Source: an optimization exercise on an open RTL-to-GDS flow (aim: a short achievable clock period and few clock cycles). Production flows keep margins and buffers that such runs may drop. Function was checked by simulation only, so behaviour that the tests miss may differ from the original.

<file path="flow/run.sh">
#!/bin/bash
# synth_recipe.tcl (not shown) runs the flow's synth.tcl, then flattens the netlist and writes it again
# the make line also repeats each setting of config.mk as NAME=value (left out here)
make -C /OpenROAD-flow-scripts/flow DESIGN_CONFIG=/design/flow/config.mk WORK_HOME=/design/flow/orfs CLKGATE_MAP_FILE= SYNTH_SCRIPT=/design/flow/synth_recipe.tcl finish
</file>
<file path="flow/config.mk">
export PLATFORM = sky130hd
export DESIGN_NAME = y86_seq
export DESIGN_NICKNAME = y86_seq
export VERILOG_FILES = /design/flow/design.v
export SDC_FILE = /design/flow/constraint.sdc
export NUM_CORES = 4
export LEC_CHECK = 0
export CAP_MARGIN = 20
export CORE_MARGIN = 2
export CORE_UTILIZATION = 22
export PLACE_DENSITY = 0.3
export SLEW_MARGIN = 20
</file>
<file path="flow/constraint.sdc">
create_clock -name core_clock -period 50.0 [get_ports {clk}]
set_input_delay 10.0000 -clock core_clock [delete_from_list [all_inputs] [get_ports {clk}]]
set_output_delay 10.0000 -clock core_clock [all_outputs]
set_load 0.01 [all_outputs]
</file>
<file path="flow/design.v">
`timescale 1ns / 10ps
module y86_dec(
    input  [79:0] b,
    output [3:0]  icode,
    output [3:0]  ifun,
    output [3:0]  rA,
    output [3:0]  rB,
    output [63:0] valC,
    output reg [3:0] len,
    output [3:0]  srcA,
    output [3:0]  srcB,
    output        is_mem,
    output        is_store
);
    localparam CMOVXX = 4'h2, IRMOVQ = 4'h3, RMMOVQ = 4'h4, MRMOVQ = 4'h5,
               OPQ = 4'h6, JXX = 4'h7, CALL = 4'h8, RET = 4'h9,
               PUSHQ = 4'hA, POPQ = 4'hB;
    assign icode = b[7:4];
    assign ifun  = b[3:0];
    assign rA    = b[15:12];
    assign rB    = b[11:8];
    assign valC  = (icode == JXX || icode == CALL) ? b[71:8] : b[79:16];
    always @(*) begin
        case (icode)
            CMOVXX, OPQ, PUSHQ, POPQ: len = 4'd2;
            IRMOVQ, RMMOVQ, MRMOVQ:   len = 4'd10;
            JXX, CALL:                len = 4'd9;
            default:                  len = 4'd1;
        endcase
    end
    wire stack_op = (icode == CALL) | (icode == RET) | (icode == PUSHQ) | (icode == POPQ);
    assign srcA = (icode == RET || icode == POPQ) ? 4'd4 :
                  (icode == CMOVXX || icode == RMMOVQ || icode == OPQ || icode == PUSHQ) ? rA : 4'hF;
    assign srcB = stack_op ? 4'd4 :
                  (icode == RMMOVQ || icode == MRMOVQ || icode == OPQ) ? rB : 4'hF;
    assign is_mem   = (icode == RMMOVQ) | (icode == MRMOVQ) | stack_op;
    assign is_store = (icode == RMMOVQ) | (icode == CALL) | (icode == PUSHQ);
endmodule
module y86_cond(
    input [3:0] ifun,
    input zf, sf, of,
    output reg cc
);
    always @(*) begin
        case (ifun)
            4'd0: cc = 1'b1;
            4'd1: cc = (sf ^ of) | zf;
            4'd2: cc = sf ^ of;
            4'd3: cc = zf;
            4'd4: cc = ~zf;
            4'd5: cc = ~(sf ^ of);
            4'd6: cc = ~(sf ^ of) & ~zf;
            default: cc = 1'b0;
        endcase
    end
endmodule
module y86_alu(
    input  [1:0]  fn,
    input  [63:0] a,       
    input  [63:0] b,       
    output reg [63:0] r,   
    output zf, sf, of
);
    wire [63:0] sum  = b + a;
    wire [63:0] diff = b - a;
    always @(*) begin
        case (fn)
            2'd0: r = sum;
            2'd1: r = diff;
            2'd2: r = b & a;
            default: r = b ^ a;
        endcase
    end
    assign zf = (r == 64'd0);
    assign sf = r[63];
    assign of = (fn == 2'd0) ? ((b[63] == a[63]) && (sum[63] != b[63])) :
                (fn == 2'd1) ? ((b[63] != a[63]) && (diff[63] != b[63])) : 1'b0;
endmodule
module y86_seq(
    input clk,
    input rst,
    output [63:0] imem_addr,
    input [79:0] imem_rdata,
    output [63:0] dmem_addr,
    output [63:0] dmem_wdata,
    output dmem_we,
    input [63:0] dmem_rdata,
    output halted
);
localparam HALT = 4'h0, NOP = 4'h1, CMOVXX = 4'h2, IRMOVQ = 4'h3,
           RMMOVQ = 4'h4, MRMOVQ = 4'h5, OPQ = 4'h6, JXX = 4'h7,
           CALL = 4'h8, RET = 4'h9, PUSHQ = 4'hA, POPQ = 4'hB;
localparam Q = 24;             
reg [8*Q-1:0] q;               
reg [5:0]     qcnt;            
reg [63:0]    qpc;             
reg [63:0]    tpc;             
reg           halted_r;
reg           zf, sf, of;
reg [63:0]    rf [0:14];
reg [63:0]    ras [0:7];
reg [2:0]     ras_sp;          
wire [63:0]   ras_top = ras[ras_sp];
wire run = ~halted_r;
wire [79:0] b1 = q[79:0];
wire [3:0] ic1, fn1, rA1, rB1, len1, srcA1, srcB1;
wire [63:0] C1;
wire mem1, st1;
y86_dec dec1(.b(b1), .icode(ic1), .ifun(fn1), .rA(rA1), .rB(rB1), .valC(C1),
             .len(len1), .srcA(srcA1), .srcB(srcB1), .is_mem(mem1), .is_store(st1));
reg [79:0] b2;
always @(*) begin
    case (len1)
        4'd2:    b2 = q[16 +: 80];
        4'd9:    b2 = q[72 +: 80];
        4'd10:   b2 = q[80 +: 80];
        default: b2 = q[8 +: 80];
    endcase
end
wire [3:0] ic2, fn2, rA2, rB2, len2, srcA2, srcB2;
wire [63:0] C2;
wire mem2, st2;
y86_dec dec2(.b(b2), .icode(ic2), .ifun(fn2), .rA(rA2), .rB(rB2), .valC(C2),
             .len(len2), .srcA(srcA2), .srcB(srcB2), .is_mem(mem2), .is_store(st2));
wire [63:0] pc1  = qpc;
wire [63:0] valP1 = qpc + {60'd0, len1};
wire [63:0] valP2 = valP1 + {60'd0, len2};
wire [63:0] A1 = (srcA1 == 4'hF) ? 64'd0 : rf[srcA1];
wire [63:0] B1 = (srcB1 == 4'hF) ? 64'd0 : rf[srcB1];
wire [63:0] r1;
wire nz1, ns1, no1;
y86_alu alu1(.fn(fn1[1:0]), .a(A1), .b(B1), .r(r1), .zf(nz1), .sf(ns1), .of(no1));
wire cc1;
y86_cond cnd1(.ifun(fn1), .zf(zf), .sf(sf), .of(of), .cc(cc1));
wire v1 = run & (qcnt >= {2'd0, len1});
wire taken1 = (ic1 == JXX & cc1) | (ic1 == CALL) | (ic1 == RET);
wire halt1 = (ic1 == HALT);
reg [3:0]  dstE1, dstM1;
reg [63:0] valE1;
always @(*) begin
    dstE1 = 4'hF;
    dstM1 = 4'hF;
    valE1 = r1;
    case (ic1)
        CMOVXX: begin if (cc1) dstE1 = rB1; valE1 = A1; end
        IRMOVQ: begin dstE1 = rB1; valE1 = C1; end
        OPQ:    dstE1 = rB1;
        MRMOVQ: dstM1 = rA1;
        CALL, PUSHQ: begin dstE1 = 4'd4; valE1 = B1 - 64'd8; end
        RET:    begin dstE1 = 4'd4; valE1 = B1 + 64'd8; end
        POPQ:   begin dstE1 = 4'd4; valE1 = B1 + 64'd8; dstM1 = rA1; end
        default: ;
    endcase
end
reg [63:0] addr1, data1;
always @(*) begin
    addr1 = B1 + C1;
    data1 = A1;
    case (ic1)
        PUSHQ: addr1 = B1 - 64'd8;
        CALL:  begin addr1 = B1 - 64'd8; data1 = valP1; end
        RET, POPQ: addr1 = B1;
        default: ;
    endcase
end
wire [63:0] rfA2 = (srcA2 == 4'hF) ? 64'd0 : rf[srcA2];
wire [63:0] rfB2 = (srcB2 == 4'hF) ? 64'd0 : rf[srcB2];
wire fA2E = (srcA2 != 4'hF) & (srcA2 == dstE1);
wire fB2E = (srcB2 != 4'hF) & (srcB2 == dstE1);
wire fA2M = (srcA2 != 4'hF) & (srcA2 == dstM1);
wire fB2M = (srcB2 != 4'hF) & (srcB2 == dstM1);
wire [63:0] A2n = fA2E ? valE1 : rfA2;
wire [63:0] A2  = fA2M ? dmem_rdata : A2n;
wire [63:0] B2  = fB2M ? dmem_rdata : fB2E ? valE1 : rfB2;
wire [63:0] r2;
wire nz2, ns2, no2;
y86_alu alu2(.fn(fn2[1:0]), .a(A2), .b(B2), .r(r2), .zf(nz2), .sf(ns2), .of(no2));
wire op1 = (ic1 == OPQ);
wire zf1 = op1 ? nz1 : zf;
wire sf1 = op1 ? ns1 : sf;
wire of1 = op1 ? no1 : of;
wire cc2;
y86_cond cnd2(.ifun(fn2), .zf(zf1), .sf(sf1), .of(of1), .cc(cc2));
wire wr1 = (ic1 == CMOVXX) | (ic1 == IRMOVQ) | (ic1 == OPQ);
wire adep = mem2 & wr1 & (srcB2 == rB1);
wire fit2 = qcnt >= ({2'd0, len1} + {2'd0, len2});
wire v2 = v1 & ~taken1 & ~halt1 & fit2 & ~(mem1 & mem2) & ~adep
        & ~((ic2 == HALT) & st1);
wire taken2 = (ic2 == JXX & cc2) | (ic2 == CALL) | (ic2 == RET);
wire halt2 = (ic2 == HALT);
reg [3:0]  dstE2, dstM2;
reg [63:0] valE2;
always @(*) begin
    dstE2 = 4'hF;
    dstM2 = 4'hF;
    valE2 = r2;
    case (ic2)
        CMOVXX: begin if (cc2) dstE2 = rB2; valE2 = A2; end
        IRMOVQ: begin dstE2 = rB2; valE2 = C2; end
        OPQ:    dstE2 = rB2;
        MRMOVQ: dstM2 = rA2;
        CALL, PUSHQ: begin dstE2 = 4'd4; valE2 = rfB2 - 64'd8; end
        RET:    begin dstE2 = 4'd4; valE2 = rfB2 + 64'd8; end
        POPQ:   begin dstE2 = 4'd4; valE2 = rfB2 + 64'd8; dstM2 = rA2; end
        default: ;
    endcase
end
reg [63:0] addr2, data2;
always @(*) begin
    addr2 = rfB2 + C2;
    data2 = A2n;
    case (ic2)
        PUSHQ: addr2 = rfB2 - 64'd8;
        CALL:  begin addr2 = rfB2 - 64'd8; data2 = valP2; end
        RET, POPQ: addr2 = rfB2;
        default: ;
    endcase
end
wire m1 = v1 & mem1;
assign dmem_addr  = m1 ? addr1 : addr2;
assign dmem_wdata = m1 ? data1 : data2;
assign dmem_we    = ((v1 & st1) | (v2 & st2)) & ~rst;
wire redir1 = v1 & taken1;
wire redir2 = v2 & taken2;
wire redir  = redir1 | redir2;
reg [63:0] target;
always @(*) begin
    if (redir1) target = (ic1 == RET) ? ras_top : C1;
    else        target = (ic2 == RET) ? ras_top : C2;
end
wire ret_now  = (v1 & ic1 == RET) | (v2 & ic2 == RET);
wire call_now = (v1 & ic1 == CALL) | (v2 & ic2 == CALL);
wire [63:0] call_ret = (ic1 == CALL) ? valP1 : valP2;
wire ret_miss = ret_now & (dmem_rdata != ras_top);
assign imem_addr = redir ? target : tpc;
wire halt_now = (v1 & halt1) | (v2 & halt2);
assign halted = halted_r | halt_now;
wire [4:0] used = (v1 ? {1'b0, len1} : 5'd0) + (v2 ? {1'b0, len2} : 5'd0);
wire [5:0] rem  = qcnt - {1'b0, used};
wire [5:0] take = (rem + 6'd10 > Q) ? (Q - rem) : 6'd10;
reg [8*Q-1:0] qsh, qnew;
integer j;
always @(*) begin
    qsh = q >> (8 * used);
    for (j = 0; j < Q; j = j + 1) begin
        if (j < rem)
            qnew[8*j +: 8] = qsh[8*j +: 8];
        else if (j - rem < 10)
            qnew[8*j +: 8] = imem_rdata[8*(j - rem) +: 8];
        else
            qnew[8*j +: 8] = 8'h00;
    end
end
always @(posedge clk) begin
    if (rst) begin
        qcnt     <= 6'd0;
        qpc      <= 64'd0;
        tpc      <= 64'd0;
        halted_r <= 1'b0;
        zf <= 1'b1; sf <= 1'b0; of <= 1'b0;
        ras_sp   <= 3'd0;
    end
    else if (run) begin
        if (ret_miss) begin
            qcnt <= 6'd0;
            qpc  <= dmem_rdata;
            tpc  <= dmem_rdata;
        end
        else if (redir) begin
            q[79:0] <= imem_rdata;
            qcnt <= 6'd10;
            qpc  <= target;
            tpc  <= target + 64'd10;
        end
        else begin
            q    <= qnew;
            qcnt <= rem + take;
            qpc  <= qpc + {59'd0, used};
            tpc  <= tpc + {58'd0, take};
        end
        if (halt_now)
            halted_r <= 1'b1;
        if (v2 & ic2 == OPQ) begin
            zf <= nz2; sf <= ns2; of <= no2;
        end
        else if (v1 & op1) begin
            zf <= nz1; sf <= ns1; of <= no1;
        end
        if (call_now) begin
            ras[ras_sp + 3'd1] <= call_ret;
            ras_sp <= ras_sp + 3'd1;
        end
        else if (ret_now)
            ras_sp <= ras_sp - 3'd1;
    end
end
integer i;
always @(posedge clk) begin
    if (run) begin
        for (i = 0; i < 15; i = i + 1) begin
            if (v2 && dstM2 == i)
                rf[i] <= dmem_rdata;
            else if (v2 && dstE2 == i)
                rf[i] <= valE2;
            else if (v1 && dstM1 == i)
                rf[i] <= dmem_rdata;
            else if (v1 && dstE1 == i)
                rf[i] <= valE1;
        end
    end
end
endmodule
</file>
==> metrics.cfg, run 1 <==
[status]
status=failed layout checks
violations=antenna violations

[sta]
hold_viol=0
max_slew_margin_pct=5.06
finalClockSkew_ps=144
worst_pin_slew_ps=1410
max_freq_ghz=0.0374
period_needed_ps=26730
rsz0062_at_grt=no
final_max_slew_viol_count=0
setup_violations=0
fin_crit_sh_pct=53.5
tns_ps=0

[synthesis]
syn-mean-instance-area_sq_um=8.26
synth-adder-area-share_pct=3.35
synthSimpleGateAreaFrac_pct=16.5
yosys-mux-area-fraction_pct=7.98
ys_ff_latch=1811
syn_inst=21200
synth_cell_types=120
synth_top_family_by_area=compound AO/OA/AOI/OAI gates
ys_seq_area_share_pct=30.2
synth-main-ff-cell=edfxtp_1
synth-compound-area-share_pct=31.9
synth_edf_count=1664
yosys.area.top_type_share_pct=28.6
netlist_area_sq_um=175000
synth_xor_area_share_pct=4.18
synthesis.nets=21800
synthArstFlopShare_pct=0
yosysWarningCount=5
ys_top_cells_by_area=edfxtp_1 (29%), a22oi_1 (4.9%), a21oi_1 (4.7%)
synth_top_cell_by_area=edfxtp_1

[floorplanning]
die_w_um=896
start_util_pct=22.1
die_h_um=896
die-area_sq_um=802000
num_io_pins=340
coreArea_sq_um=793000
fp-row-count=327

[clock_network]
cts.clk_slew.worst_paths_ps=70
cts_buffers=265
htreeDepth=5
hold_buffers=0
cts_setup_buffers=0
cts-root-buf=clkbuf_16
cts.path.max_buffers=4
clock_latency_ps=1120
cts_sinks=1811
cts_tree=yes
ctsResizeCount=0

[worst_setup_path]
cpMaxStageDelayCell=a21oi_1
start_kind=register
arrival_ps=16730
cp.required_ps=40000
end_kind=output port
critical_path_class=reg -> out
cp_max_fo=154
slowest_delay_ps=1060

[grt]
grt_pass1_wl_um=2430000
grt_max_degree=155
grt_pass1_vias=201000
antenna_found_initial=417
grt_usage_pct=46.8
gr-total-overflow=0

[routing]
vias=225000
ant_nets=1
drcViolationCount=0
wl_per_cell_um=60.8
drt_iter0_markers=42800
viasPerCell=6.95
drt_wl_total_um=1970000
dr.pass1.iters=15

[place]
io_buffers=339
globalplace.congestion=1.08
place_area_sq_um=200000
dp_hpwl_um=1500000

[finish]
drive_above_1_share_pct=15.1
utilization_pct=26.4
layout.nets=21900
ff_latch_area_sq_um=52900
final_cell_area_sq_um=210000
area_growth_syn_to_layout_pct=19.8
multi_input_area_sq_um=116000
nFillCells=85800

[hold_path]
min_path_type=reg -> reg

[job]
drv_cap=0

## sequential cells by signal, summed over array words and instances (netlist names), named ones only
register / cells
tpc: 64
halted_r: 1
qcnt: 6
ras: 512
q: 192
len1: 3
ras_sp: 3
rf: 960
sf: 1
qpc: 64
zf: 1
of: 1
## cell families after synthesis
| kind of cell | count (synthesis) |
|---|---|
| compound gates | 8072 |
| simple gates | 6291 |
| buf+inv | 2627 |
| flops | 1811 |
| mux | 1095 |
| xor+xnor | 835 |
| fa+ha+maj | 460 |
## critical path, delay by kind of cell, from the launching register on
family | cells | cell delay [ps]
DFF | 1 | 780
AOI/OAI and AO/OA | 9 | 4180
xor gates and xnor gates | 1 | 170
buffers and inverters | 5 | 2810
and+or+nand+nor | 16 | 6370
adders and majority gates | 1 | 740
## layer usage
layer,global-route usage [%],vias to the layer above,routed length [um]
li1,-,82900,-
met1,56.0,116000,751000
met2,65.5,20000,790000
met3,18.3,5882,228000
met4,38.9,114,197000
met5,0.382,-,1430
## final cells by class
| type | count | area share (%) |
|---|---|---|
| multi-input combinational | 16800 | 55.6 |
| sequential | 1811 | 25.3 |
| timing repair buffer | 1857 | 7.26 |
| tap | 10500 | 6.29 |
| clock buffer | 348 | 3.43 |
| inverter | 603 | 1.08 |
| clock inverter | 120 | 0.652 |
| antenna | 356 | 0.425 |
## placed cells by master (no fill, tap or decap), types with 223 or more instances in the layout
cell             instances
o22ai_1                522
a221oi_1               349
o21ai_0               1150
edfxtp_1              1664
a22o_1                 355
a22oi_1               1149
nor3_1                 281
nand2_1               2102
xnor2_1                546
mux4_2                 223
a21oi_1               1585
ha_1                   444
inv_1                  557
buf_4                 1471
a211oi_1               263
nor2_1                1811
nand4_1                355
nand3_1                447
a222oi_1               346
xor2_1                 259
mux2i_1                646
diode_2                356
clkbuf_16              274
clkdlybuf4s50_1        311
## path summary, 6_finish.rpt
check,from,slack (ps),end,cells after the start
min reg2reg,tpc[58],460,tpc[58],2
max,q[6],23270,imem_addr[53],32
max reg2reg,q[6],29420,zf,39
min,tpc[58],460,tpc[58],2
## Yosys cell counts (268+ instances only)
| cell | n |
|---|---|
| nand3_1 | 454 |
| clkbuf_1 | 1528 |
| xor2_1 | 268 |
| inv_1 | 571 |
| ha_1 | 447 |
| nand2_1 | 2143 |
| a22o_1 | 356 |
| o22ai_1 | 537 |
| o21ai_0 | 1267 |
| mux2i_1 | 703 |
| a222oi_1 | 346 |
| a21oi_1 | 1648 |
| a22oi_1 | 1151 |
| xnor2_1 | 567 |
| nor2_1 | 1909 |
| nor3_1 | 321 |
| nand4_1 | 355 |
| edfxtp_1 | 1664 |
| a221oi_1 | 359 |
| a211oi_1 | 289 |
## stage by stage
step / worst slack [ps] / hold slack, ps / std cells
2_1_floorplan: 29370 / 425 / 21200
3_3_place_gp: 25310 / 446 / 31500
3_5_place_dp: 25240 / 444 / 31500
4_1_cts: 24120 / 457 / 32000
5_1_grt: 23760 / 496 / 32100
6_report: 23270 / 457 / 32400
Testbench counts, summed over its fixed seeds: cycles 14,798.
==> inputs of run 2 (changes only) <==
--- a/flow/design.v
+++ b/flow/design.v
@@ -92,36 +92,44 @@
            CALL = 4'h8, RET = 4'h9, PUSHQ = 4'hA, POPQ = 4'hB;
 localparam Q = 24;             
 reg [8*Q-1:0] q;               
-reg [5:0]     qcnt;            
-reg [63:0]    qpc;             
-reg [63:0]    tpc;             
+reg [5:0]     qcnt_r;          
+reg [63:0]    qpc_r;           
+reg [63:0]    tpc_r;           
 reg           halted_r;
+reg           rst_q;           
+wire [5:0]  qcnt = rst_q ? 6'd0 : qcnt_r;
+wire [63:0] qpc  = rst_q ? 64'd0 : qpc_r;
+wire [63:0] tpc  = rst_q ? 64'd0 : tpc_r;
 reg           zf, sf, of;
 reg [63:0]    rf [0:14];
 reg [63:0]    ras [0:7];
 reg [2:0]     ras_sp;          
 wire [63:0]   ras_top = ras[ras_sp];
-wire run = ~halted_r;
+wire run = ~halted_r | rst_q;
 wire [79:0] b1 = q[79:0];
 wire [3:0] ic1, fn1, rA1, rB1, len1, srcA1, srcB1;
 wire [63:0] C1;
 wire mem1, st1;
 y86_dec dec1(.b(b1), .icode(ic1), .ifun(fn1), .rA(rA1), .rB(rB1), .valC(C1),
              .len(len1), .srcA(srcA1), .srcB(srcB1), .is_mem(mem1), .is_store(st1));
-reg [79:0] b2;
-always @(*) begin
-    case (len1)
-        4'd2:    b2 = q[16 +: 80];
-        4'd9:    b2 = q[72 +: 80];
-        4'd10:   b2 = q[80 +: 80];
-        default: b2 = q[8 +: 80];
-    endcase
-end
-wire [3:0] ic2, fn2, rA2, rB2, len2, srcA2, srcB2;
-wire [63:0] C2;
-wire mem2, st2;
-y86_dec dec2(.b(b2), .icode(ic2), .ifun(fn2), .rA(rA2), .rB(rB2), .valC(C2),
-             .len(len2), .srcA(srcA2), .srcB(srcB2), .is_mem(mem2), .is_store(st2));
+wire [3:0] ic2p [0:3], fn2p [0:3], rA2p [0:3], rB2p [0:3], len2p [0:3],
+           srcA2p [0:3], srcB2p [0:3];
+wire [63:0] C2p [0:3];
+wire [3:0] mem2p, st2p, fit2p;
+genvar gp;
+generate for (gp = 0; gp < 4; gp = gp + 1) begin : d2
+    localparam integer P = (gp == 0) ? 1 : (gp == 1) ? 2 : (gp == 2) ? 9 : 10;
+    y86_dec dec2(.b(q[8*P +: 80]), .icode(ic2p[gp]), .ifun(fn2p[gp]), .rA(rA2p[gp]),
+                 .rB(rB2p[gp]), .valC(C2p[gp]), .len(len2p[gp]), .srcA(srcA2p[gp]),
+                 .srcB(srcB2p[gp]), .is_mem(mem2p[gp]), .is_store(st2p[gp]));
+    assign fit2p[gp] = (qcnt >= P + len2p[gp]);
+end
+endgenerate
+wire [1:0] sel2 = (len1 == 4'd2) ? 2'd1 : (len1 == 4'd9) ? 2'd2 : (len1 == 4'd10) ? 2'd3 : 2'd0;
+wire [3:0] ic2 = ic2p[sel2], fn2 = fn2p[sel2], rA2 = rA2p[sel2], rB2 = rB2p[sel2],
+           len2 = len2p[sel2], srcA2 = srcA2p[sel2], srcB2 = srcB2p[sel2];
+wire [63:0] C2 = C2p[sel2];
+wire mem2 = mem2p[sel2], st2 = st2p[sel2], fit2 = fit2p[sel2];
 wire [63:0] pc1  = qpc;
 wire [63:0] valP1 = qpc + {60'd0, len1};
 wire [63:0] valP2 = valP1 + {60'd0, len2};
@@ -183,7 +191,6 @@
 y86_cond cnd2(.ifun(fn2), .zf(zf1), .sf(sf1), .of(of1), .cc(cc2));
 wire wr1 = (ic1 == CMOVXX) | (ic1 == IRMOVQ) | (ic1 == OPQ);
 wire adep = mem2 & wr1 & (srcB2 == rB1);
-wire fit2 = qcnt >= ({2'd0, len1} + {2'd0, len2});
 wire v2 = v1 & ~taken1 & ~halt1 & fit2 & ~(mem1 & mem2) & ~adep
         & ~((ic2 == HALT) & st1);
 wire taken2 = (ic2 == JXX & cc2) | (ic2 == CALL) | (ic2 == RET);
@@ -234,7 +241,7 @@
 wire ret_miss = ret_now & (dmem_rdata != ras_top);
 assign imem_addr = redir ? target : tpc;
 wire halt_now = (v1 & halt1) | (v2 & halt2);
-assign halted = halted_r | halt_now;
+assign halted = (halted_r | halt_now) & ~rst_q;
 wire [4:0] used = (v1 ? {1'b0, len1} : 5'd0) + (v2 ? {1'b0, len2} : 5'd0);
 wire [5:0] rem  = qcnt - {1'b0, used};
 wire [5:0] take = (rem + 6'd10 > Q) ? (Q - rem) : 6'd10;
@@ -251,42 +258,40 @@
             qnew[8*j +: 8] = 8'h00;
     end
 end
+always @(posedge clk)
+    rst_q <= rst;
 always @(posedge clk) begin
-    if (rst) begin
-        qcnt     <= 6'd0;
-        qpc      <= 64'd0;
-        tpc      <= 64'd0;
-        halted_r <= 1'b0;
-        zf <= 1'b1; sf <= 1'b0; of <= 1'b0;
-        ras_sp   <= 3'd0;
-    end
-    else if (run) begin
+    if (run) begin
         if (ret_miss) begin
-            qcnt <= 6'd0;
-            qpc  <= dmem_rdata;
-            tpc  <= dmem_rdata;
+            qcnt_r <= 6'd0;
+            qpc_r  <= dmem_rdata;
+            tpc_r  <= dmem_rdata;
         end
         else if (redir) begin
             q[79:0] <= imem_rdata;
-            qcnt <= 6'd10;
-            qpc  <= target;
-            tpc  <= target + 64'd10;
+            qcnt_r <= 6'd10;
+            qpc_r  <= target;
+            tpc_r  <= target + 64'd10;
         end
         else begin
-            q    <= qnew;
-            qcnt <= rem + take;
-            qpc  <= qpc + {59'd0, used};
-            tpc  <= tpc + {58'd0, take};
-        end
-        if (halt_now)
-            halted_r <= 1'b1;
-        if (v2 & ic2 == OPQ) begin
+            q      <= qnew;
+            qcnt_r <= rem + take;
+            qpc_r  <= qpc + {59'd0, used};
+            tpc_r  <= tpc + {58'd0, take};
+        end
+        halted_r <= halt_now;
+        if (rst_q) begin
+            zf <= 1'b1; sf <= 1'b0; of <= 1'b0;
+        end
+        else if (v2 & ic2 == OPQ) begin
             zf <= nz2; sf <= ns2; of <= no2;
         end
         else if (v1 & op1) begin
             zf <= nz1; sf <= ns1; of <= no1;
         end
-        if (call_now) begin
+        if (rst_q)
+            ras_sp <= 3'd0;
+        else if (call_now) begin
             ras[ras_sp + 3'd1] <= call_ret;
             ras_sp <= ras_sp + 3'd1;
         end
==> flow/flow/run.sh (new file) <==
#!/bin/bash
# Standard layout (the standard.sh, unchanged synthesis), with a setup
# margin for repair_timing so that it works on the I/O paths that set the
# period instead of stopping at the 50 ns clock.
set -uo pipefail
bash standard.sh SETUP_SLACK_MARGIN=29.4 finish > standard_flow.log 2>&1
==> flow/standard.sh (new file) <==
#!/bin/bash
# synth_recipe.tcl (not shown) runs the flow's synth.tcl, then flattens the netlist and writes it again
# the make line also repeats each setting of config.mk as NAME=value (left out here)
make -C /OpenROAD-flow-scripts/flow DESIGN_CONFIG=/design/flow/config.mk WORK_HOME=/design/flow/orfs CLKGATE_MAP_FILE= SYNTH_SCRIPT=/design/flow/synth_recipe.tcl "${@:-finish}"
--- a/flow/config.mk
+++ b/flow/config.mk
@@ -7,6 +7,6 @@
 export LEC_CHECK = 0
 export CAP_MARGIN = 20
 export CORE_MARGIN = 2
-export CORE_UTILIZATION = 22
-export PLACE_DENSITY = 0.3
+export CORE_UTILIZATION = 40
+export PLACE_DENSITY = 0.55
 export SLEW_MARGIN = 20
removed: flow/run.sh
==> metrics.cfg, run 2 <==
[grt]
gr-total-overflow=1956
grt_usage_pct=85.1
grt_pass1_wl_um=2740000
grt_pass1_vias=257000
grt_max_degree=107

[synthesis]
ys_top_cells_by_count=nand2_1 (2,045), edfxtp_1 (1,805), nor2_1 (1,728), a21oi_1 (1,713), clkbuf_1 (1,634)
netlist_area_sq_um=184000
ys_top_cells_by_area=edfxtp_1 (29%), a22oi_1 (5.1%), a21oi_1 (4.7%)
synth-main-ff-cell=edfxtp_1
ys_ff_latch=1824
yosys.area.top_type_share_pct=29.4
syn-mean-instance-area_sq_um=8.32
synth_edf_count=1805
synth_most_common_cell=nand2_1
yosysWarningCount=6
synth_cell_types=140
ys_seq_area_share_pct=29.6
synthesis.nets=22800
synthArstFlopShare_pct=0
syn_inst=22100
synth_top_cell_by_area=edfxtp_1

[status]
status=did not finish
first-error=[ERROR GRT-0116] Global routing finished with congestion. Check the congestion regions in the DRC Viewer.
haltStage=5_1_grt

[clock_network]
hold_buffers=0
cts_buffers=224
cts.path.max_buffers=4
htreeDepth=4
cts-root-buf=clkbuf_16
cts_sinks=1824

[floorplanning]
die_w_um=683
fp-row-count=249
die_h_um=683
num_io_pins=340
start_util_pct=40.1

[place]
io_buffers=339
globalplace.congestion=1.33
dp_hpwl_um=1300000

-- run 2: cell types whose count changed after synthesis, sizes merged, moves of 126 or more --
cell / before / now
nand3: 455 / 612
o221ai: 169 / 299
o21ai: 1337 / 1211
dfxtp: 147 / 19
o22ai: 538 / 1072
a221oi: 360 / 232
nor3: 331 / 464
o22a: 90 / 266
edfxtp: 1664 / 1805
nor2: 1914 / 1736
mux2i: 703 / 504
-- run 2: worst max-delay path by stage --
stage	start	cells after the start	end	slack, ps
2_1_floorplan	rst	1	dmem_we	29830
3_3_place_gp	q[7]	31	imem_addr[63]	25030
3_5_place_dp	q[7]	31	imem_addr[63]	25500
4_1_cts	q[6]	38	imem_addr[17]	29280
-- run 2: repair_timing --
item | in CTS
setup buffers | 272
pin swaps | 141
gates cloned | 59
setup endpoints to repair | 179
gates resized for setup | 979
-- run 2: per-layer routing --
metal | GRT overflow | track usage, %
met2 | 735 | 92.7
met3 | 293 | 79.1
met5 | 36 | 60.0
met1 | 256 | 87.1
met4 | 636 | 78.5
-- run 2: through the flow --
stage | worst slack [ps] | hold WS [ps] | cell area [sq um] | instances
after global placement | 25030 | 532 | 201000 | 27800
after CTS | 29280 | 557 | 217000 | 28600
after floorplan | 29830 | 506 | 184000 | 22100
after detailed placement | 25500 | 540 | 202000 | 27900
-- run 2: cell families after synthesis --
family	after synthesis	share of synthesized area, %
AO/OA/AOI/OAI	8835	33.5
XOR/XNOR	825	3.92
flip-flops	1824	29.6
multiplexers	976	7.23
buffers and inverters	2826	6.17
adder cells (fa/ha/maj)	473	3.26
AND/OR/NAND/NOR	6385	16.3
Testbench counts of run 2, summed over its fixed seeds: cycles 14,798.

[separate check: timing with driven ports]
The results above use ideal ports. As a check the final layout listed here was re-extracted and re-timed, cells and wires unchanged.
Step 1: set_driving_cell puts a clkbuf_16 on clk and a buf_2 on each other input, an assumption about the parent block.
Step 2 times the ports against the registers' clock, not the clock port: input delays grow and output delays shrink by t, the midpoint of the rising clock arrivals with the driver on.
a / b / c = ideal ports / drivers / drivers and shift; a / b = the first two.
run: run 1
shift t [ns]: 1.210
setup slack, ns: 23.269 / 23.106 / 24.316
hold WS [ns]: 0.457 / 0.457 / 0.457
latest minus earliest clock arrival (ns): 0.149 / 0.149
The setup slack of run 1 moves by -0.163 ns with the drivers and by +1.047 ns with both steps.
